Context: an optimization exercise on an open-source flow, tuned for small area. The choices shown serve that exercise and are no tape-out recipe. The RTL was checked by simulation tests, not by an equivalence proof against the original design. Power is estimated from default activity; no workload was simulated.

==> run.sh <==
#!/bin/bash
# synth_recipe.tcl (not shown) runs the flow's synth.tcl, then flattens the netlist and writes it again
# the make line also repeats each setting of config.mk as NAME=value (left out here)
make -C /OpenROAD-flow-scripts/flow DESIGN_CONFIG=/design/flow/config.mk WORK_HOME=/design/flow/orfs CLKGATE_MAP_FILE= SYNTH_SCRIPT=/design/flow/synth_recipe.tcl finish
==> config.mk <==
export PLATFORM = sky130hd
export DESIGN_NAME = EE445_HW1_2030393
export DESIGN_NICKNAME = EE445_HW1_2030393
export VERILOG_FILES = /design/flow/design.v
export SDC_FILE = /design/flow/constraint.sdc
export NUM_CORES = 4
export LEC_CHECK = 0
export CAP_MARGIN = 20
export CORE_MARGIN = 2
export CORE_UTILIZATION = 40
export SLEW_MARGIN = 20
==> constraint.sdc <==
create_clock -name core_clock -period 10.0 [get_ports {CLK}]
set_input_delay 2.0000 -clock core_clock [delete_from_list [all_inputs] [get_ports {CLK}]]
set_output_delay 2.0000 -clock core_clock [all_outputs]
set_load 0.01 [all_outputs]
==> design.v <==
module EE445_HW1_2030393(RST,CLK,PASSWD,PADOUT,DAV,OK,LOCKED,G,R,Y);
	input RST;
	input CLK;
	input PASSWD;
	input [3:0]PADOUT;  
	input DAV;
	input OK;
	reg[15:0]INPUT;	   
	reg[15:0]CURRENT;  
	reg[2:0]SHIFTC;	   
	reg[2:0]INNUM;	   
	output reg LOCKED; 
	reg[15:0]PREV1;
	reg[15:0]PREV2;
	reg[15:0]PREV3;
	reg[31:0]LEDC;     
	output reg G;
	output reg R;
	output reg Y;
	reg [2:0]STATE; 
	reg B_DAV;  
	parameter S_PassEnter= 3'd0;
	parameter S_Unlocked = 3'd1; 
	parameter S_Wrong     = 3'd2; 
	parameter S_Shift     = 3'd3;
	parameter S_NewPass   = 3'd4;
	parameter S_Shift2    = 3'd5;
always @(negedge RST or posedge CLK) begin
	if (!RST) begin	  
		STATE   <= S_PassEnter; 
		INPUT   <= 0;
		INNUM	<= 0; 		
		SHIFTC  <= 0;		
		CURRENT <= 16'h1234;
		G 		<= 0; 		
		R	    <= 0;
		Y		<= 1;
		LEDC	<= 0; 		
		LOCKED  <= 0; 	    
		PREV1	<= 16'h1234; 
		PREV2	<= 16'h1234;
		PREV3	<= 16'h1234;
		STATE   <= S_PassEnter;
		B_DAV   <= 0;
	end else begin
	B_DAV <= DAV;  
	case (STATE) 
	S_PassEnter: begin
		if(OK) begin
			if(INNUM == 3'd4) begin
				if(!PASSWD) begin              
					if(INPUT==CURRENT) begin 
						Y 	  <= 0;
						INNUM <= 0;
						INPUT <= 0;
						STATE <= S_NewPass;     
					end else begin
						LEDC  <= 0;
						INNUM <= 0;
						INPUT <= 0;
						STATE <= S_PassEnter;   
					end
				end else begin
					if(INPUT==CURRENT) begin   
						LOCKED <= 1;
						G      <= 1;
						Y      <= 0;
						STATE  <= S_Unlocked;
					end else begin 			 
						R 	   <= 1;
						Y      <= 0;
						STATE  <= S_Wrong;
					end
				end
			end else begin                  
				INNUM <= 0;
				INPUT <= 0;
				STATE <= S_PassEnter;
			end
		end else begin
			if ((B_DAV != DAV) && (DAV == 1)) begin  
				if(INNUM == 3'd4) begin			     
				STATE <= S_PassEnter;
				end else begin						 
				INPUT[3:0] <= PADOUT;
				STATE <= S_Shift;
				INNUM <= INNUM + 1'b1;
				end 
			end else begin
			STATE <= S_PassEnter;	
			end
		end
	end
	S_Unlocked: begin
		if (LEDC >= 32'd5000000) begin				 
			LOCKED<= 0;								 
			STATE <= S_PassEnter;
			INNUM <= 0;
			INPUT <= 0;
			G 	  <= 0;
			Y     <= 1;
		end else begin
			LEDC <= LEDC + 1 ;
			STATE  <= S_Unlocked;
		end 
	end
	S_Wrong: begin
		if (LEDC >= 32'd3000000) begin			 
			STATE <= S_PassEnter;	
			INNUM <= 0;
			INPUT <= 0;
			R 	  <= 0;
			Y     <= 1;
		end else begin
			LEDC  <= LEDC + 1 ;
			STATE <= S_Wrong;
		end 
	end
	S_Shift: begin
		if ((SHIFTC==4) || (INNUM == 4)) begin 
			SHIFTC<= 0;
			STATE <= S_PassEnter;
		end else begin
			INPUT <= INPUT << 1;
			SHIFTC<= SHIFTC + 1'b1;
			STATE <= S_Shift;
		end 
	end 
	S_NewPass: begin
		if (LEDC >= 32'd500000) begin   
			Y 	 <= ~Y;
			LEDC <= 0;
		end else begin
			LEDC <= LEDC + 1 ;
			if (OK) begin				 
				if(INNUM == 3'd4) begin
					if ((INPUT==PREV1)||(INPUT==PREV2)||(INPUT==PREV3)) begin
						STATE <= S_NewPass;
						INNUM <= 0;
					end else begin
						CURRENT <= INPUT;
						PREV1   <= CURRENT;
						PREV2   <= PREV1;
						PREV3   <= PREV2;
						INNUM   <= 0;
						INPUT   <= 0;
						STATE   <= S_PassEnter;
						LEDC    <= 0;
						Y       <= 1;
					end 
				end else begin
					INNUM <= 0;
					STATE <= S_NewPass;
				end 
			end else begin
				if ((B_DAV != DAV) && (DAV == 1)) begin   
					if(INNUM == 3'd4) begin
						STATE <= S_NewPass;
					end else begin 
						INPUT[3:0] <= PADOUT;
						STATE <= S_Shift2;
						INNUM <= INNUM + 1'b1;
					end
				end else begin
					STATE <= S_NewPass;
				end 
			end 	
		end	 	
	end 
	S_Shift2: begin
		if ((SHIFTC==4) || (INNUM == 4)) begin   
			SHIFTC<= 0;
			STATE <= S_NewPass;
		end else begin
			INPUT <= INPUT << 1;
			SHIFTC<= SHIFTC + 1'b1;
			STATE <= S_Shift2;
		end 
	end 
	default : begin 
		STATE <= S_PassEnter;
	end 
	endcase
	end 
end  
endmodule 	
==> results of run 1 <==
## area by class of cell
type | count | area [sq um]
clock inverters | 15 | 161
clock buffers | 17 | 425
well taps | 220 | 275
fillers | 1518 | 9080
flip-flops and latches | 125 | 3150
inverters | 24 | 90.1
multi-input cells | 431 | 3210
repair buffers | 14 | 133
## state kept, by name, indices dropped and copies added, names as in the netlist
register / count
INPUT: 16
STATE: 3
Y: 1
G: 1
PREV2: 16
R: 1
PREV3: 16
CURRENT: 16
SHIFTC: 3
LEDC: 32
INNUM: 3
PREV1: 16
B_DAV: 1
## cells by family (layout without fill, tap and decap cells)
logic type,after synthesis,after routing,synth area share
xor gates and xnor gates,66,66,0.0860
AOI/OAI and AO/OA,91,91,0.0979
muxes,82,82,0.135
adders and majority gates,7,7,0.0127
and+or+nand+nor,185,185,0.146
buffers and inverters,73,70,0.0538
DFF,125,125,0.469
## power groups by stage
stage,sequential [mW],clock [mW],combinational [mW]
after detailed placement,0.594,0,0.411
after global routing,0.591,0.649,0.457
after CTS,0.585,0.621,0.413
after floorplan,0.561,0,0.354
final,0.584,0.611,0.413
after global placement,0.591,0,0.401
## path summary, 6_finish.rpt
kind / startpoint / endpoint / slack [ns] / cells past startpoint
setup / recovery: OK / LEDC[13]$_DFFE_PN0P_ / 5.75 / 6
hold / removal: LEDC[26]$_DFFE_PN0P_ / LEDC[26]$_DFFE_PN0P_ / 0.49 / 1
setup reg to reg: LEDC[11]$_DFFE_PN0P_ / PREV3[13]$_DFFE_PN0P_ / 6.83 / 8
hold reg to reg: LEDC[26]$_DFFE_PN0P_ / LEDC[26]$_DFFE_PN0P_ / 0.49 / 1
max in group asynchronous: RST / INPUT[7]$_DFFE_PN0P_ / 7.10 / 2
min in group asynchronous: RST / LEDC[10]$_DFFE_PN0P_ / 1.71 / 1
## layer usage
layer,vias up,routed length [um]
met1,2329,6380
met5,-,0
met3,19,466
met4,0,212
li1,2195,-
met2,79,6670
## cells in the mapped netlist, types with 20 or more instances
library cell	instances
nor4_1	22
dfrtp_1	104
nand3_1	20
o21ai_0	30
buf_2	22
a22o_1	20
dfstp_2	21
nor2_1	27
mux2_2	59
xnor2_1	49
inv_1	24
nand2_1	38
## per-stage QoR
stage | setup WS (ns) | total power [mW] | hold WS [ns]
global route | 5.56 | 1.70 | 0.502
detailed placement | 5.33 | 1.00 | 0.476
finish | 5.75 | 1.61 | 0.491
global placement | 5.43 | 0.992 | 0.470
CTS | 5.76 | 1.62 | 0.495
floorplan | 6.48 | 0.915 | 0.454
==> impl_results.md, run 1 <==
- Post-Syn Nets: between 600 and 700
- WP data required: roughly 10 ns
- P_int: 1.06 mW
- Global-route layer with the greatest usage: met2
- Power share of the clock group: 0.380
- Clock Tree Buf Depth: 2
- # diodes: 0
- Die width: 134 um
- Mapped Cells: approximately 630
- Initial Utilization: 0.407
- Via count: between 4000 and 5000
- PostCTS Resize Cnt: 0
- Layout cell share with drive strength beyond 1: 0.200
- CP max FO: 23
- Status: finished clean
- Gpl congestion: 0.841
- Final Net Count: between 600 and 700
- Combinational Power Share: 0.257
- Minimum clock period: around 4.3 ns
- Sequential area share after synthesis: 0.469
- CTS H-tree lvls: 4
- Worst-margin pin slew: slightly below 1 ns
- Average wire per standard cell: between 15 and 20 um
- Grt met3 use: 0.0400
- First-pass GRT wire length: 23500 um
- HPWL Detailed: about 9400 um
- Cell variety after synth: 59
- Global route overflow: 0
- Num ports: 13
- Initial DRC count: slightly above 300
- Root Buffer: clkbuf_16
- Post-synth EDFFs: 0
- Max cap viols: 0
- Setup crit end kind: register
- CTS Hold Buffers Added: 0
- Worst-path clk slew: around 0.06 ns
- Most frequent cells in the layout: 104 x dfrtp_1, 59 x mux2_2, 49 x xnor2_1
- Final Util: 0.451
- Mapped Area: between 6000 and 7000 sq um
- Worst vdd ir: 0.000119 V
- FMAX: around 240 MHz
- Setup Buffers After CTS: 0
- Final slew viol count: 0
- Worst path buffer plus inverter count: 1
- Final instance area: around 7400 sq um
- Synth area leaders: dfrtp_1 39%, mux2_2 9.9%, dfstp_2 8.2%, xnor2_1 6.4%, a22o_1 2.6%
- Most common cell after layout, fill and taps aside: dfrtp_1
- Max incr delay on CP: 0.69 ns
- YS warnings: 1
- Post-synth ARST share: 1.00
- Final wirelength: around 14000 um
- Met2 usage: 0.266
- Via density: 5.46
- Fin crit share: 0.425
- Final setup viols: 0
- Drt pass-1 iters: 5
- CTS Sinks: about 130
- Top_reg_cell synth: dfrtp_1
- P_leak: 3.30 nW
- Syn Area/Cell: between 10 and 15 sq um
- Yosys top cell by area: dfrtp_1
- CTS tree: done
- Slew HR: 0.349
- Site Rows: 47
- Area share of the largest cell type after synthesis: 0.387
- Switching Power: 0.547 mW
- FF+latch count, synth: between 100 and 150
- Sequential Power Share: 0.363
- Final ANT Viol Nets: 0
- Fin. Hold Viols: 0
- Die H: about 130 um
- Dpl cell area: slightly below 7000 sq um
- CP Data Arrival Time: between 4 and 5 ns
- Sw frac: 0.340
- Core region area: 16500 sq um
- Die area: about 18000 sq um
- P per Cell Area: roughly 220 nW/um^2
- Startpoint Class: input port
- RSZ-0062 raised after global routing: false
- Initial antenna violation count: 0
- CP max-delay cell: clkdlybuf4s50_1
- Vias in the first global route: between 4000 and 5000
- DRC violations left: 0
- Crit path cell chain: clkdlybuf4s50_1 > nand3_1 > or4_1 > a31oi_4 > nor2_2 > a22o_1
- Fin Setup TNS: 0 ns
- Port buffer count: 12
- Final Skew: about 0.0089 ns
- Cells after DPL: a little over 800
- Crit Path Class: input port to register
- P&R area growth vs syn: 10.8%
- Total CTS buffers: 17
- Met1 track demand over resource: 0.219
- Clock latency on the worst-skew pair: approximately 0.43 ns
- Worst min path class: register to register
- GR Util All Layers: 0.166
- Largest net degree at the start of global routing: 76
- Top delay family on crit path: simple AND/OR/NAND/NOR gates
- Fin cells: between 800 and 900
==> run 2: changes to the inputs <==
==> design.v (replaced) <==
module EE445_HW1_2030393(RST,CLK,PASSWD,PADOUT,DAV,OK,LOCKED,G,R,Y);
	input RST;
	input CLK;
	input PASSWD;
	input [3:0]PADOUT;
	input DAV;
	input OK;
	output LOCKED;
	output G;
	output R;
	output reg Y;
	localparam [22:0] T_OPEN  = 23'd5000000;
	localparam [22:0] T_WRONG = 23'd3000000;
	localparam [22:0] T_BLINK = 23'd500000;
	reg [15:0] INPUT;    
	reg [15:0] CURRENT;
	reg [15:0] PREV1;
	reg [15:0] PREV2;
	reg [15:0] PREV3;
	reg [22:0] LEDC;     
	reg [2:0]  INNUM;    
	reg [2:0]  BUSY;     
	reg        OPEN;     
	reg        WRONG;    
	reg        NEWP;     
	reg        B_DAV;
	assign LOCKED = OPEN;
	assign G      = OPEN;
	assign R      = WRONG;
	wire idle     = (BUSY == 3'd0);
	wire dav_edge = DAV & ~B_DAV;
	wire four     = INNUM[2];
	wire open_end  = &(LEDC | ~T_OPEN);
	wire wrong_end = (LEDC >= T_WRONG);
	wire blink     = (LEDC >= T_BLINK);
	wire match_cur  = (INPUT == CURRENT);
	wire match_prev = (INPUT == PREV1) | (INPUT == PREV2) | (INPUT == PREV3);
	wire entry = idle & ~OPEN & ~WRONG & ~(NEWP & blink) & ~OK;
	wire take  = entry & dav_edge & ~four;
	wire accept = NEWP & idle & ~blink & OK & four & ~match_prev;
	always @(posedge CLK) begin
		if (take)
			INPUT <= {INPUT[11:0], PADOUT};
	end
	always @(negedge RST or posedge CLK) begin
		if (!RST) begin
			CURRENT <= 16'h1234;
			PREV1   <= 16'h1234;
			PREV2   <= 16'h1234;
			PREV3   <= 16'h1234;
		end else if (accept) begin
			CURRENT <= INPUT;
			PREV1   <= CURRENT;
			PREV2   <= PREV1;
			PREV3   <= PREV2;
		end
	end
	always @(negedge RST or posedge CLK) begin
		if (!RST) begin
			LEDC  <= 0;
			INNUM <= 0;
			BUSY  <= 0;
			OPEN  <= 0;
			WRONG <= 0;
			NEWP  <= 0;
			Y     <= 1;
			B_DAV <= 0;
		end else begin
			B_DAV <= DAV;
			if (!idle) begin
				BUSY <= BUSY - 1'b1;
			end else if (OPEN) begin
				if (open_end) begin
					OPEN <= 0;
					Y    <= 1;
				end else
					LEDC <= LEDC + 1'b1;
			end else if (WRONG) begin
				if (wrong_end) begin
					WRONG <= 0;
					Y     <= 1;
				end else
					LEDC <= LEDC + 1'b1;
			end else if (NEWP) begin
				if (blink) begin
					Y    <= ~Y;
					LEDC <= 0;
				end else begin
					LEDC <= LEDC + 1'b1;
					if (OK) begin
						INNUM <= 0;
						if (accept) begin
							NEWP <= 0;
							LEDC <= 0;
							Y    <= 1;
						end
					end else if (take) begin
						INNUM <= INNUM + 1'b1;
						BUSY  <= (INNUM == 3'd3) ? 3'd1 : 3'd5;
					end
				end
			end else begin
				if (OK) begin
					INNUM <= 0;
					if (four) begin
						if (!PASSWD) begin
							if (match_cur) begin
								Y    <= 0;
								NEWP <= 1;
							end else
								LEDC <= 0;
						end else begin
							Y <= 0;
							if (match_cur)
								OPEN <= 1;
							else
								WRONG <= 1;
						end
					end
				end else if (take) begin
					INNUM <= INNUM + 1'b1;
					BUSY  <= (INNUM == 3'd3) ? 3'd1 : 3'd5;
				end
			end
		end
	end
endmodule
--- a/config.mk
+++ b/config.mk
@@ -6,6 +6,10 @@
 export NUM_CORES = 4
 export LEC_CHECK = 0
+export ABC_AREA = 1
 export CAP_MARGIN = 20
 export CORE_MARGIN = 2
 export CORE_UTILIZATION = 40
+export CTS_BUF_LIST = sky130_fd_sc_hd__clkbuf_4
+export CTS_CLUSTER_DIAMETER = 100
+export CTS_CLUSTER_SIZE = 40
 export SLEW_MARGIN = 20
==> run 2 against run 1 <==
Compared with the run above:
- clock skew is 0.0086 ns higher
- setup slack better by 0.37 ns
- fmax is 9.6% higher
- non-clock buffer count stayed put
- still clean on timing, DRC and antenna
==> impl_results.md, run 2 <==
- Status: finished clean
- Most flop-heavy register: LEDC
- Average wire per standard cell: 11.6 um (-28%)
- CTS tree: done
- Post-synth EDFFs: 16 (+16)
- Cell depth of the worst setup path: 10 (+4)
- Die H: 131 um (-1.8%)
- Synth Area in Compound Gates: 0.0741 (-0.0237)
- Final slew viol count: 0 (unchanged)
- Critical Path Most Common Cell: nor2_1
- Startpoint Class: input port
- Slew HR: 0.429 (+0.0797)
- Count leader, synth: nand2_1
- Initial antenna violation count: 1 (+1)
- Main combinational cell family by area after synthesis: simple AND/OR/NAND/NOR gates
- Top delay family on crit path: simple AND/OR/NAND/NOR gates
- Synth Area in Simple Gates: 0.337 (+0.191)
- Largest net degree at the start of global routing: 130 (+71%)
- Mapped Cells: 903 (+44%)
- Post-synthesis mux area share: 0.00154 (-0.133)
- Site Rows: 46 (-2.1%)
- Post-route setup slack: 6.12 ns (+0.371 ns)
- CP Data Arrival Time: 4.29 ns (-0.27 ns)
- Worst-path clk slew: 0.09 ns (+0.03 ns)
- Final setup viols: 0 (unchanged)
- Final ANT Viol Nets: 0 (unchanged)
- CP max FO: 23 (unchanged)
- CTS H-tree lvls: 4 (unchanged)
- Setup Buffers After CTS: 0 (unchanged)
- Adder-Cell Fraction of Synth Area: 0.00965 (-0.00300)
- CTS Sinks: 114 (-8.8%)
- Fillers: 1715 (+13%)
- Layout cell share with drive strength beyond 1: 0.0996 (-0.100)
- Sequential area share after synthesis: 0.457 (-0.0125)
- Via count: 5327 (+15%)
- YS warnings: 1 (unchanged)
- P per Cell Area: 116 nW/um^2 (-46%)
- Die area: 17200 sq um (-3.5%)
- Cell variety after synth: 29 (-51%)
- Num ports: 13 (unchanged)
- Worst path buffer plus inverter count: 3 (+2)
- Synth cell count leaders: 330 x nand2_1, 112 x inv_1, 89 x nor2_1
- WP data required: 10.41 ns (+0.10 ns)
- DRC violations left: 0 (unchanged)
- Total CTS buffers: 17 (unchanged)
- Vias in the first global route: 4839 (+4.1%)
- Post-synth ARST share: 0.860 (-0.140)
- GR Util All Layers: 0.163 (-0.00301)
- Global route overflow: 0 (unchanged)
- Fin Setup TNS: 0 ns (unchanged)
- CP max-delay cell: clkdlybuf4s50_1
- Final wirelength: 13300 um (-3.3%)
- Synth area leaders: dfrtp_1 30%, nand2_1 19%, dfstp_2 8.5%, edfxtp_1 7.4%, inv_1 6.5%
- Die width: 131 um (-1.8%)
- FF+latch count, synth: 114 (-8.8%)
- Max cap viols: 0 (unchanged)
- Flip-flop count of the largest register after layout: 23 (-28%)
- Syn Area/Cell: 7.18 sq um (-33%)
- Pre-CTS WS: 5.54 ns (+0.215 ns)
- Fin cells: 1141 (+35%)
- PostCTS Resize Cnt: 0 (unchanged)
- Core region area: 15900 sq um (-3.9%)
- Minimum clock period: 3.88 ns (-0.371 ns)
- Root Buffer: clkbuf_4
- RSZ-0062 raised after global routing: false
- Max incr delay on CP: 0.49 ns (-0.20 ns)
- R2R depth: 11 (+3)
- Synth Area in XOR/XNOR: 0.0216 (-0.0643)
- Cells after DPL: 1108 (+36%)
- Clock latency on the worst-skew pair: 0.54 ns (+0.11 ns)
- Drt pass-1 iters: 5 (unchanged)
- Post-Syn Nets: 917 (+42%)
- Fin. Hold Viols: 0 (unchanged)
- Worst vdd ir: 0.000104 V (-13%)
- Setup crit end kind: register
- Via density: 4.67 (-15%)
- CTS Hold Buffers Added: 0 (unchanged)
- P&R area growth vs syn: 8.19%
- Crit Path Class: input port to register
- Initial Utilization: 0.408 (+0.00102)
- Gpl congestion: 0.890 (+5.8%)
- Initial DRC count: 335 (+9.1%)
- Yosys top cell by area: dfrtp_1
- Final Util: 0.441 (-0.00935)
- HPWL Detailed: 9120 um (-2.8%)
- P_leak: 3.27 nW (-1.0%)
- Fin crit share: 0.388 (-0.0371)
- FMAX: 258 MHz (+9.6%)
- Area share of the largest cell type after synthesis: 0.297 (-0.0897)
- Port buffer count: 12 (unchanged)
- WHS Path Cells: 2 (+1)
- Most common cell after layout, fill and taps aside: nand2_1
- WHS: 0.482 ns (-0.00889 ns)
- Worst min path class: register to register
- Worst-margin pin slew: 0.857 ns (-0.120 ns)
- Top_reg_cell synth: dfrtp_1
- First-pass GRT wire length: 22800 um (-2.6%)
- Final Net Count: 925 (+47%)
- Mapped Area: 6480 sq um (-3.6%)
- Final Skew: 0.0175 ns (+0.00863 ns)
- Most frequent cells in the layout: 330 x nand2_1, 112 x inv_1, 89 x nor2_1
- Clock Tree Buf Depth: 2 (unchanged)
- Crit path cell chain: clkdlybuf4s50_1 > nand3_1 > nor2_1 > o22ai_4 > clkinv_4 > nand2_2 > nor2_4 > nand3_2 > inv_2 > nor2_1
==> run 2: changes by cell type after synthesis, moves of 23 or more <==
cell	delta
xnor2_1	-49
inv_1	+88
nand3_1	+24
o21ai_0	+23
nor2_1	+62
mux2_2	-59
dfrtp_1	-27
nand2_1	+292
==> run 2: cells by family (layout without fill, tap and decap cells) <==
family,after synthesis,count (layout)
other,0,1
and+or+nand+nor,522,522
xor gates and xnor gates,16,16
AOI/OAI and AO/OA,92,92
buffers and inverters,153,174
adders and majority gates,5,5
DFF,114,114
muxes,1,1
==> run 2: final cells by class <==
cell class,instances,area (sq um),share of cell area
multi-input combinational,636,2890,0.412
inverter,128,485,0.0692
timing repair buffer,14,136,0.0195
tap,216,270,0.0386
clock inverter,12,118,0.0168
antenna,1,2.50,0.000357
clock buffer,20,150,0.0214
sequential,114,2960,0.422
==> run 2: path summary, 6_finish.rpt <==
path | from | to | slack, ns
max in group asynchronous | RST | LEDC[13]$_DFFE_PN0P_ | 7.38
max | OK | LEDC[2]$_DFFE_PN0P_ | 6.12
min reg2reg | Y$_DFFE_PN1P_ | Y$_DFFE_PN1P_ | 0.48
max reg2reg | BUSY[0]$_DFFE_PN0P_ | LEDC[2]$_DFFE_PN0P_ | 7.09
min | Y$_DFFE_PN1P_ | Y$_DFFE_PN1P_ | 0.48
min in group asynchronous | RST | PREV2[10]$_DFFE_PN0P_ | 1.40
==> run 2: power by group <==
group	internal (mW)	switching [mW]	total, mW
combinational	0.00302	0.00851	0.0115
sequential	0.469	0.0000427	0.470
clock	0.153	0.176	0.329
total	0.625	0.185	0.810
==> run 2: routing by layer <==
| metal | wire, um | global-route usage | vias to the layer above |
|---|---|---|---|
| li1 | - | - | 2828 |
| met1 | 6710 | 0.224 | 2351 |
| met2 | 5760 | 0.251 | 119 |
| met3 | 479 | 0.0316 | 29 |
| met4 | 319 | 0.0700 | 0 |
| met5 | 0 | 0 | - |
==> run 2: through the flow <==
step                      power [mW]  instance area, sq um
after floorplan                0.479                  6480
after global placement         0.491                  6740
after detailed placement       0.491                  6740
after CTS                      0.824                  7000
after global routing           0.844                  7010
final                          0.810                  7010
==> run 2: worst reg2reg max path: stages (launching register included) <==
cell and delay, ns:
dfrtp_1 0.42, nor2_1 0.16, ha_1 0.36, nand3_1 0.14
nor2_1 0.24, o22ai_4 0.12, clkinv_4 0.14, nand2_2 0.09
nor2_4 0.46, nand3_2 0.20, inv_2 0.35, nor2_1 0.10
==> run 3: changes to the inputs <==
--- a/config.mk
+++ b/config.mk
@@ -6,5 +6,4 @@
 export NUM_CORES = 4
 export LEC_CHECK = 0
-export ABC_AREA = 1
 export CAP_MARGIN = 20
 export CORE_MARGIN = 2
==> run 3 against run 2 <==
Compared with the run above:
- still clean
- combinational power grew to 13 times the previous value
- register-to-register slack worse by 0.26 ns
- critical path depth is 4 lower
- sequential power is about 10% higher
- power is 31% higher
- sequential share of layout area is 4.6 points higher
- clock skew is 0.0018 ns lower
- highest routed layer unchanged
==> impl_results.md, run 3 <==
- Crit Path Class: input port to register
- Post-synth ARST share: 0.860 (unchanged)
- WP data required: 10.41 ns (about the same)
- Via density: 5.48 (+17%)
- Initial antenna violation count: 0 (-1)
- Syn Area/Cell: 11.8 sq um (+65%)
- Total CTS buffers: 17 (unchanged)
- CTS Sinks: 114 (unchanged)
- Fin crit share: 0.426 (+0.0377)
- Met1 wire length: 5260 um (-22%)
- Worst-margin pin slew: 0.812 ns (-0.0449 ns)
- Site Rows: 44 (-4.3%)
- Status: finished clean
- P per Cell Area: 167 nW/um^2 (+45%)
- Setup Buffers After CTS: 0 (unchanged)
- Root Buffer: clkbuf_4
- Global route overflow: 0 (unchanged)
- Die H: 125 um (-5.0%)
- Sequential area share after synthesis: 0.507 (+0.0507)
- Core region area: 14400 sq um (-9.5%)
- Layout cell share with drive strength beyond 1: 0.171 (+0.0714)
- Final Net Count: 504 (-46%)
- Cell variety after synth: 54 (+86%)
- Minimum clock period: 4.26 ns (+0.377 ns)
- YS warnings: 1 (unchanged)
- Synth area leaders: dfrtp_1 33%, dfstp_2 9.5%, mux2_1 9.5%, edfxtp_1 8.2%, xnor2_1 7.2%
- HPWL Detailed: 7400 um (-19%)
- Port buffer count: 12 (unchanged)
- DR WL met2: 5260 um (-8.8%)
- Via count: 3767 (-29%)
- Most flop-heavy register: LEDC
- FMAX: 235 MHz (-8.9%)
- Setup crit end kind: register
- Die area: 15600 sq um (-9.7%)
- First-pass GRT wire length: 19000 um (-17%)
- Mapped Area: 5830 sq um (-10%)
- Synth cell count leaders: 77 x dfrtp_1, 49 x mux2_1, 48 x xnor2_1
- Post-Syn Nets: 508 (-45%)
- CTS tree: done
- Final ANT Viol Nets: 0 (unchanged)
- Clock Tree Buf Depth: 2 (unchanged)
- Worst-path clk slew: 0.11 ns (+0.02 ns)
- Yosys top cell by area: dfrtp_1
- Crit path cell chain: clkdlybuf4s50_1 > nand3_1 > or4_1 > nor3_4 > buf_4 > mux2_2
- Mapped Cells: 494 (-45%)
- Startpoint Class: input port
- CP max FO: 65 (+180%)
- Slew HR: 0.458 (+0.0293)
- PostCTS Resize Cnt: 0 (unchanged)
- CP max-delay cell: buf_4
- DRC violations left: 0 (unchanged)
- Final wirelength: 11000 um (-17%)
- Met3 routed WL: 374 um (-22%)
- Max cap viols: 0 (unchanged)
- CTS Hold Buffers Added: 0 (unchanged)
- CTS H-tree lvls: 4 (unchanged)
- Worst min path class: register to register
- Uppermost routed layer: met4
- Clock latency on the worst-skew pair: 0.52 ns (-0.02 ns)
- Initial Utilization: 0.406 (-0.00205)
- Count leader, synth: dfrtp_1
- Top_reg_cell synth: dfrtp_1
- CP Data Arrival Time: 4.67 ns (+0.38 ns)
- FF+latch count, synth: 114 (unchanged)
- Gpl congestion: 0.877 (-1.5%)
- Vias in the first global route: 3793 (-22%)
- Initial DRC count: 229 (-32%)
- Most common cell after layout, fill and taps aside: dfrtp_1
- Fin. Hold Viols: 0 (unchanged)
- Area share of the largest cell type after synthesis: 0.330 (+0.0330)
- Final Skew: 0.0158 ns (-0.00176 ns)
- P&R area growth vs syn: 8.50%
- Fin Setup TNS: 0 ns (unchanged)
- # diodes: 0 (-1)
- Die width: 125 um (-5.0%)
- Pwr Total: 1.06 mW (+31%)
- Post-synth EDFFs: 16 (unchanged)
- Drt pass-1 iters: 6 (+1)
- GR Util All Layers: 0.152 (-0.0109)
- Num ports: 13 (unchanged)
- Final slew viol count: 0 (unchanged)
- Final setup viols: 0 (unchanged)
- Max incr delay on CP: 0.67 ns (+0.18 ns)
- P_leak: 2.59 nW (-21%)
- RSZ-0062 raised after global routing: false
- Worst vdd ir: 0.0000763 V (-26%)
- Most frequent cells in the layout: 77 x dfrtp_1, 49 x mux2_1, 48 x xnor2_1
- Largest net degree at the start of global routing: 66 (-49%)
- Dpl cell area: 5990 sq um (-11%)
- Average wire per standard cell: 16.0 um (+38%)
- Final instance area: 6330 sq um (-9.7%)
- Flip-flop count of the largest register after layout: 23 (unchanged)
[run 3: power breakdown]
group	internal [mW]	switching [mW]	leakage, nW
logic	0.0598	0.0859	0.993
clock network	0.202	0.194	0.173
registers	0.494	0.0234	1.42
total	0.755	0.303	2.59
[run 3: through the flow]
step	util	hold WS (ns)	std cells	setup slack, ns
after global placement	0.417	0.490	655	5.26
after global routing	0.440	0.543	687	5.62
final	0.440	0.520	687	5.74
after floorplan	-	0.421	494	6.43
after CTS	0.440	0.522	687	5.78
after detailed placement	0.417	0.496	655	5.20
[run 3: final timing paths]
path	from	slack (ns)	endpoint	cells after the start
max	OK	5.74	PREV2[10]$_DFFE_PN0P_	6
min	PREV3[15]$_DFFE_PN0P_	0.52	PREV3[15]$_DFFE_PN0P_	1
max reg2reg	BUSY[0]$_DFFE_PN0P_	6.83	PREV2[10]$_DFFE_PN0P_	7
min reg2reg	PREV3[15]$_DFFE_PN0P_	0.52	PREV3[15]$_DFFE_PN0P_	1
max in group asynchronous	RST	7.44	PREV3[0]$_DFFE_PN0P_	2
min in group asynchronous	RST	1.48	LEDC[11]$_DFFE_PN0P_	1
[run 3: kinds of logic after synthesis]
group / Yosys count / synth area share
fa+ha+maj: 5 / 0.0107
xor+xnor: 64 / 0.0961
mux: 67 / 0.129
compound gates: 76 / 0.0888
simple gates: 113 / 0.118
flops: 114 / 0.507
buf+inv: 55 / 0.0493
[run 3: final cells by class]
cell class,instances,area [sq um]
clock inverters,15,206
flip-flops and latches,114,2960
inverters,16,60.1
clock buffers,17,128
repair buffers,16,148
fillers,1315,8040
multi-input cells,325,2600
well taps,184,230
[run 3: per-layer routing]
metal  global-route usage  up-vias
met5                    0        -
met4               0.0344        0
met3               0.0503       10
met2                0.243       51
met1                0.202     1892
li1                     -     1814
[run 3: critical path, delay by kind of cell]
kind | cells | cell delay (ns)
simple gates | 3 | 0.97
buf+inv | 2 | 1.26
mux | 1 | 0.42
==> run 4: changes to the inputs <==
--- a/config.mk
+++ b/config.mk
@@ -9,6 +9,3 @@
 export CORE_MARGIN = 2
 export CORE_UTILIZATION = 40
-export CTS_BUF_LIST = sky130_fd_sc_hd__clkbuf_4
-export CTS_CLUSTER_DIAMETER = 100
-export CTS_CLUSTER_SIZE = 40
 export SLEW_MARGIN = 20
==> run 4 against run 3 <==
Compared with the run above:
- combinational power is essentially flat
- area after synthesis is the same
- non-clock buffer count is the same
- final cell count is the same
- sequential power is essentially flat
- synthesized cell count is the same
- clock skew shrank 0.010 ns
- flip-flop and latch count is the same
- global-route usage grew 0.34 points
- critical path type unchanged
- highest routed layer unchanged
==> impl_results.md, run 4 <==
- Worst vdd ir: 0.000141 V (+85%)
- Die width: 125 um (unchanged)
- PostCTS Resize Cnt: 0 (unchanged)
- Cell variety after synth: 54 (unchanged)
- CTS H-tree lvls: 4 (unchanged)
- Initial antenna violation count: 0 (unchanged)
- Clock Tree Buf Depth: 2 (unchanged)
- CTS tree: done
- Setup Buffers After CTS: 0 (unchanged)
- Drt pass-1 iters: 4 (-2)
- Fin crit share: 0.437 (+0.0116)
- Total CTS buffers: 17 (unchanged)
- Grt met3 use: 0.0434 (-0.00687)
- Yosys top cell by area: dfrtp_1
- HP Start: PREV3[10]$_DFFE_PN0P_
- Final slew viol count: 0 (unchanged)
- Gpl congestion: 0.877 (unchanged)
- Mapped Area: 5830 sq um (unchanged)
- Via count: 3780 (+0.35%)
- Global route overflow: 0 (unchanged)
- Post-synth ARST share: 0.860 (unchanged)
- GR Util All Layers: 0.155 (+0.00337)
- Most common cell after layout, fill and taps aside: dfrtp_1
- # diodes: 0 (unchanged)
- FMAX: 229 MHz (-2.7%)
- Worst-path clk slew: 0.06 ns (-0.05 ns)
- WP data required: 10.30 ns (-0.11 ns)
- Slew HR: 0.441 (-0.0167)
- Synth area leaders: dfrtp_1 33%, dfstp_2 9.5%, mux2_1 9.5%, edfxtp_1 8.2%, xnor2_1 7.2%
- Largest net degree at the start of global routing: 66 (unchanged)
- Final Net Count: 504 (unchanged)
- CP max FO: 65 (unchanged)
- Die area: 15600 sq um (unchanged)
- P_leak: 2.72 nW (+5.1%)
- Vias in the first global route: 3889 (+2.5%)
- Met1 track demand over resource: 0.202 (+0.000225)
- Average wire per standard cell: 16.4 um (+2.2%)
- Critical Path Source: OK
- Final Skew: 0.00541 ns (-0.0104 ns)
- CP Data Arrival Time: 4.67 ns (about the same)
- Clock latency on the worst-skew pair: 0.42 ns (-0.10 ns)
- Post-synth EDFFs: 16 (unchanged)
- Fin cells: 687 (unchanged)
- DRC violations left: 0 (unchanged)
- Startpoint Class: input port
- Sequential area share after synthesis: 0.507 (unchanged)
- Most flop-heavy register: LEDC
- Syn Area/Cell: 11.8 sq um (unchanged)
- Layout cell share with drive strength beyond 1: 0.171 (unchanged)
- Status: finished clean
- Met2 usage: 0.249 (+0.00611)
- Synth cell count leaders: 77 x dfrtp_1, 49 x mux2_1, 48 x xnor2_1
- HPWL Detailed: 7400 um (unchanged)
- Global-route layer with the greatest usage: met2
- Fin Setup TNS: 0 ns (unchanged)
- Worst R2R Start: BUSY[0]$_DFFE_PN0P_
- CTS Sinks: 114 (unchanged)
- Initial Utilization: 0.406 (unchanged)
- Post-Syn Nets: 508 (unchanged)
- Initial DRC count: 240 (+4.8%)
- Top_reg_cell synth: dfrtp_1
- P&R area growth vs syn: 13.6%
- Root Buffer: clkbuf_16
- Final ANT Viol Nets: 0 (unchanged)
- Fin. Hold Viols: 0 (unchanged)
- Cells after DPL: 655 (unchanged)
- Most frequent cells in the layout: 77 x dfrtp_1, 49 x mux2_1, 48 x xnor2_1
- Worst min path class: register to register
- FF+latch count, synth: 114 (unchanged)
- Core region area: 14400 sq um (unchanged)
- Worst-margin pin slew: 0.837 ns (+0.0251 ns)
- Max cap viols: 0 (unchanged)
- Crit Path Class: input port to register
- Setup crit end kind: register
- Area share of the largest cell type after synthesis: 0.330 (unchanged)
- Site Rows: 44 (unchanged)
- Num ports: 13 (unchanged)
- RSZ-0062 raised after global routing: false
- P per Cell Area: 198 nW/um^2 (+18%)
- CTS Hold Buffers Added: 0 (unchanged)
- Port buffer count: 12 (unchanged)
- Final setup viols: 0 (unchanged)
- Flip-flop count of the largest register after layout: 23 (unchanged)
- Via density: 5.50 (+0.35%)
- Minimum clock period: 4.37 ns (+0.116 ns)
- YS warnings: 1 (unchanged)
- First-pass GRT wire length: 19400 um (+1.9%)
- Count leader, synth: dfrtp_1
- Final wirelength: 11300 um (+2.2%)
- Die H: 125 um (unchanged)
- Mapped Cells: 494 (unchanged)
## run 4: changes by cell type in the layout (fill, tap and decap cells not counted)
cell,before,now
clkbuf_16,0,17
clkbuf_4,17,0
## run 4: layout make-up
cell class / count / area [sq um]
fill: 1273 / 7740
sequential: 114 / 2960
multi-input combinational: 325 / 2600
clock buffer: 17 / 425
tap: 184 / 230
clock inverter: 15 / 206
timing repair buffer: 16 / 148
inverter: 16 / 60.1
## run 4: per-stage QoR
step                      total power, mW  hold WS, ns  instance area, sq um  setup slack [ns]   util
final                                1.31        0.507                  6630              5.63  0.461
after global routing                 1.37        0.528                  6630              5.45  0.461
after detailed placement            0.673        0.496                  5990              5.20  0.417
after floorplan                     0.624        0.421                  5830              6.43      -
after global placement              0.665        0.490                  5990              5.26  0.417
after CTS                            1.33        0.509                  6630              5.63  0.461
## run 4: worst max-delay path: stages
cell             delay [ns]
clkdlybuf4s50_1        0.59
nand3_1                0.19
or4_1                  0.63
nor3_4                 0.15
buf_4                  0.67
mux2_2                 0.41
## run 4: path summary, 6_finish.rpt
path,endpoint,slack [ns],cells after the start
hold / removal,PREV3[10]$_DFFE_PN0P_,0.51,1
setup / recovery,PREV2[7]$_DFFE_PN0P_,5.63,6
min in group asynchronous,LEDC[10]$_DFFE_PN0P_,1.60,1
setup reg to reg,PREV2[7]$_DFFE_PN0P_,6.83,7
hold reg to reg,PREV3[10]$_DFFE_PN0P_,0.51,1
max in group asynchronous,PREV3[7]$_DFFE_PN0P_,7.32,2
## run 4: power breakdown
group | total, mW | leakage, nW | switching, mW | internal (mW)
clock | 0.647 | 0.305 | 0.227 | 0.420
sequential | 0.518 | 1.42 | 0.0235 | 0.495
combinational | 0.147 | 0.993 | 0.0867 | 0.0600
total | 1.31 | 2.72 | 0.338 | 0.974
## run 4: layer usage
metal,vias to the layer above,share of wire
li1,1817,-
met1,1887,0.47
met5,-,0
met4,0,0.013
met2,64,0.48
met3,12,0.037
## run 4: cell families (layout without fill, tap and decap cells)
| family | after synthesis | after routing | share of synthesized area |
|---|---|---|---|
| flops | 114 | 114 | 0.507 |
| mux | 67 | 67 | 0.129 |
| simple gates | 113 | 113 | 0.118 |
| compound gates | 76 | 76 | 0.0888 |
| fa+ha+maj | 5 | 5 | 0.0107 |
| xor+xnor | 64 | 64 | 0.0961 |
| buf+inv | 55 | 64 | 0.0493 |
==> run 5: changes to the inputs <==
==> flow/run.sh (new file) <==
#!/bin/bash
# Standard layout with a leaner clock tree and small port buffers.
set -o pipefail
export BUFFER_PORTS_ARGS="-buffer_cell sky130_fd_sc_hd__buf_1"
export CTS_ARGS="-sink_clustering_enable -repair_clock_nets -buf_list sky130_fd_sc_hd__clkbuf_4 -sink_clustering_size 40 -sink_clustering_max_diameter 100 -dont_use_dummy_load"
bash standard.sh > standard.log 2>&1
==> standard.sh (new file) <==
#!/bin/bash
# synth_recipe.tcl (not shown) runs the flow's synth.tcl, then flattens the netlist and writes it again
# the make line also repeats each setting of config.mk as NAME=value (left out here)
make -C /OpenROAD-flow-scripts/flow DESIGN_CONFIG=/design/flow/config.mk WORK_HOME=/design/flow/orfs CLKGATE_MAP_FILE= SYNTH_SCRIPT=/design/flow/synth_recipe.tcl "${@:-finish}"
removed: run.sh
==> run 5 against run 4 <==
Compared with the run above:
- critical path depth unchanged
- final cell count is 2.2% lower
- power is 33% lower
- core utilization fell by 4.0 points
- synthesized cell count unchanged
- combinational power decreased by 4%
- global-route usage fell by 0.35 points
- via count is 2.1% lower
- first-iteration DRC count shrank 8.3%
- cell area is 8.6% lower
- setup slack better by 0.39 ns
- sequential power hardly changed
==> impl_results.md, run 5 <==
- Fin. Hold Viols: 0 (unchanged)
- Largest net degree at the start of global routing: 68 (+3.0%)
- Most flop-heavy register: LEDC
- Worst R2R Start: BUSY[0]$_DFFE_PN0P_
- Setup Buffers After CTS: 0 (unchanged)
- Fin cells: 672 (-2.2%)
- Worst-margin pin slew: 0.845 ns (+0.00840 ns)
- CTS Sinks: 114 (unchanged)
- Average wire per standard cell: 16.6 um (+1.6%)
- Synth Area in XOR/XNOR: 0.0961 (unchanged)
- First-pass GRT wire length: 19100 um (-1.2%)
- WHS Path Cells: 1 (unchanged)
- Vias in the first global route: 3764 (-3.2%)
- Max cap viols: 0 (unchanged)
- Drt pass-1 iters: 4 (unchanged)
- Global-route layer with the greatest usage: met2
- Synth area leaders: dfrtp_1 33%, dfstp_2 9.5%, mux2_1 9.5%, edfxtp_1 8.2%, xnor2_1 7.2%
- Dpl cell area: 5920 sq um (-1.1%)
- Max incr delay on CP: 0.68 ns (about the same)
- # diodes: 0 (unchanged)
- Total CTS buffers: 17 (unchanged)
- P&R area growth vs syn: 3.78%
- Worst-path clk slew: 0.07 ns (about the same)
- Mapped Area: 5830 sq um (unchanged)
- FMAX: 251 MHz (+9.7%)
- CTS H-tree lvls: 4 (unchanged)
- Die H: 125 um (unchanged)
- Via count: 3702 (-2.1%)
- Final Net Count: 504 (unchanged)
- Count leader, synth: dfrtp_1
- HPWL Detailed: 7500 um (+1.2%)
- Final Skew: 0.0452 ns (+0.0398 ns)
- CTS Hold Buffers Added: 0 (unchanged)
- Yosys top cell by area: dfrtp_1
- Fin Setup TNS: 0 ns (unchanged)
- Most frequent cells in the layout: 77 x dfrtp_1, 49 x mux2_1, 48 x xnor2_1
- DRC violations left: 0 (unchanged)
- Synth Area in Simple Gates: 0.118 (unchanged)
- Status: finished clean
- Synth Area in Compound Gates: 0.0888 (unchanged)
- Adder-Cell Fraction of Synth Area: 0.0107 (unchanged)
- Clock Tree Buf Depth: 2 (unchanged)
- P_leak: 2.46 nW (-9.4%)
- Worst min path class: register to register
- Flop2flop setup slack: 6.85 ns (+0.02 ns)
- Global route overflow: 0 (unchanged)
- Final ANT Viol Nets: 0 (unchanged)
- RR Endpoint: PREV2[10]$_DFFE_PN0P_
- YS warnings: 1 (unchanged)
- Grt met3 use: 0.0425 (-0.000859)
- Post-synth ARST share: 0.860 (unchanged)
- Top delay family on crit path: simple AND/OR/NAND/NOR gates
- CP max-delay cell: buf_4
- RSZ-0062 raised after global routing: false
- FF+latch count, synth: 114 (unchanged)
- Final wirelength: 11200 um (-0.60%)
- Layout cell share with drive strength beyond 1: 0.145 (-0.0255)
- Post-Syn Nets: 508 (unchanged)
- Final slew viol count: 0 (unchanged)
- Mapped Cells: 494 (unchanged)
- Pwr Total: 0.880 mW (-33%)
- Met1 track demand over resource: 0.205 (+0.00282)
- Final setup viols: 0 (unchanged)
- Crit path cell chain: buf_1 > nand3_1 > or4_1 > nor3_4 > buf_4 > mux2_2
- Top_reg_cell synth: dfrtp_1
- Root Buffer: clkbuf_4
- Syn Area/Cell: 11.8 sq um (unchanged)
- Slew HR: 0.437 (-0.00499)
- Initial Utilization: 0.406 (unchanged)
- Worst vdd ir: 0.0000566 V (-60%)
- Fin crit share: 0.399 (-0.0386)
- Flip-flop count of the largest register after layout: 23 (unchanged)
- PostCTS Resize Cnt: 0 (unchanged)
- WP data required: 10.36 ns (+0.06 ns)
- Final Util: 0.421 (-0.0399)
- Crit Path Class: input port to register
- Num ports: 13 (unchanged)
- Cells after DPL: 655 (unchanged)
- R2R depth: 7 (unchanged)
- Site Rows: 44 (unchanged)
- Cell variety after synth: 54 (unchanged)
- Post-synthesis mux area share: 0.129 (unchanged)
- Final instance area: 6050 sq um (-8.6%)
- P per Cell Area: 145 nW/um^2 (-27%)
- CP Data Arrival Time: 4.35 ns (-0.32 ns)
- Worst path buffer plus inverter count: 2 (unchanged)
- Clock latency on the worst-skew pair: 0.51 ns (+0.09 ns)
- CTS tree: done
- Setup crit end kind: register
- CP max FO: 65 (unchanged)
- Synth cell count leaders: 77 x dfrtp_1, 49 x mux2_1, 48 x xnor2_1
- Initial DRC count: 220 (-8.3%)
- Startpoint Class: input port
- Most common cell after layout, fill and taps aside: dfrtp_1
- GR Util All Layers: 0.152 (-0.00351)
- Initial antenna violation count: 0 (unchanged)
- Via density: 5.51 (+0.12%)
- Sequential area share after synthesis: 0.507 (unchanged)
- Hold EP: PREV3[15]$_DFFE_PN0P_
- Die width: 125 um (unchanged)
- Met2 usage: 0.240 (-0.00836)
- Gpl congestion: 0.835 (-4.7%)
- HP Start: PREV3[15]$_DFFE_PN0P_
- Post-synth EDFFs: 16 (unchanged)
- Die area: 15600 sq um (unchanged)
- Core region area: 14400 sq um (unchanged)
- Fillers: 1348 (+5.9%)
- Minimum clock period: 3.99 ns (-0.386 ns)
- Port buffer count: 12 (unchanged)
- Main combinational cell family by area after synthesis: multiplexers
- Area share of the largest cell type after synthesis: 0.330 (unchanged)
==> run 5: cell count changes in the layout (fill, tap and decap cells not counted), sizes merged <==
cell | previous run | this run
buf | 5 | 15
bufinv | 4 | 0
clkbuf | 17 | 18
clkdlybuf4s50 | 11 | 0
clkinv | 5 | 0
clkinvlp | 2 | 0
inv | 20 | 16
==> run 5: layout make-up <==
cell class | count | area (sq um) | share of cell area
clock buffers | 17 | 128 | 0.0211
repair buffers | 16 | 78.8 | 0.0130
inverters | 16 | 60.1 | 0.00992
well taps | 184 | 230 | 0.0380
flip-flops and latches | 114 | 2960 | 0.489
multi-input cells | 325 | 2600 | 0.429
==> run 5: worst max path at each step <==
| stage | from | cells past startpoint | slack [ns] | endpoint |
|---|---|---|---|---|
| 2_1_floorplan | OK | 6 | 6.43 | CURRENT[0]$_DFFE_PN0P_ |
| 3_3_place_gp | OK | 6 | 5.63 | PREV1[1]$_DFFE_PN0P_ |
| 3_5_place_dp | OK | 6 | 5.54 | PREV2[8]$_DFFE_PN0P_ |
| 4_1_cts | OK | 6 | 6.07 | PREV2[11]$_DFFE_PN0P_ |
| 5_1_grt | OK | 6 | 5.92 | PREV2[11]$_DFFE_PN0P_ |
| 6_report | OK | 6 | 6.01 | PREV2[10]$_DFFE_PN0P_ |
==> run 5: metrics by stage <==
| stage | setup slack (ns) | hold slack, ns |
|---|---|---|
| 6_report | 6.01 | 0.508 |
| 5_1_grt | 5.92 | 0.536 |
| 4_1_cts | 6.07 | 0.515 |
| 3_5_place_dp | 5.54 | 0.498 |
| 3_3_place_gp | 5.63 | 0.490 |
| 2_1_floorplan | 6.43 | 0.421 |
==> run 5: where the power goes <==
group,leakage [nW],switching [mW],internal (mW)
logic,0.964,0.0875,0.0536
registers,1.42,0.0238,0.494
clock network,0.0782,0.144,0.0776
total,2.46,0.255,0.625
==> run 5: logic make-up (layout without fill, tap and decap cells) <==
kind of cell / count (synthesis) / count (layout)
muxes: 67 / 67
adders and majority gates: 5 / 5
and+or+nand+nor: 113 / 113
buffers and inverters: 55 / 49
DFF: 114 / 114
AOI/OAI and AO/OA: 76 / 76
xor gates and xnor gates: 64 / 64
==> run 5: layer usage <==
| layer | share of wire | vias to the layer above |
|---|---|---|
| li1 | - | 1791 |
| met1 | 0.50 | 1857 |
| met2 | 0.46 | 47 |
| met3 | 0.034 | 7 |
| met4 | 0.0097 | 0 |
| met5 | 0 | - |

## re-timing with driven ports
No port has a modelled driver above. Below, the same layouts with a new extraction and two added sets of constraints. Step 1 (the two cells are an assumption about what drives the block):
set clk [get_ports {CLK}]
set_driving_cell -lib_cell sky130_fd_sc_hd__clkbuf_16 $clk
set_driving_cell -lib_cell sky130_fd_sc_hd__buf_2 [delete_from_list [all_inputs] $clk]
Step 2, shift: input delay + t, output delay - t, t = (earliest + latest rising clock arrival at the registers) / 2. This alone moves slack from input paths to output paths. a / b / c = ideal / step 1 / step 2; a / b = the first two.
run | t, ns | setup WS [ns] | latest minus earliest clock arrival (ns) | worst register clock-pin slew, ns | worst data-port slew with drivers (ns)
run 1 | 0.465 | 5.749 / 5.769 / 5.305 | 0.009 / 0.009 | 0.06 / 0.06 | 0.03
run 2 | 0.561 | 6.120 / 6.130 / 5.569 | 0.018 / 0.018 | 0.11 / 0.11 | 0.03
run 3 | 0.549 | 5.744 / 5.752 / 5.203 | 0.015 / 0.016 | 0.12 / 0.12 | 0.03
run 4 | 0.453 | 5.627 / 5.640 / 5.188 | 0.005 / 0.005 | 0.06 / 0.06 | 0.03
run 5 | 0.528 | 6.013 / 6.026 / 5.499 | 0.045 / 0.045 | 0.12 / 0.12 | 0.03
After both steps setup and hold are still met in every run listed. For run 2, which loses most, drivers alone change the setup slack by +0.010 ns; drivers and shift together by -0.551 ns.
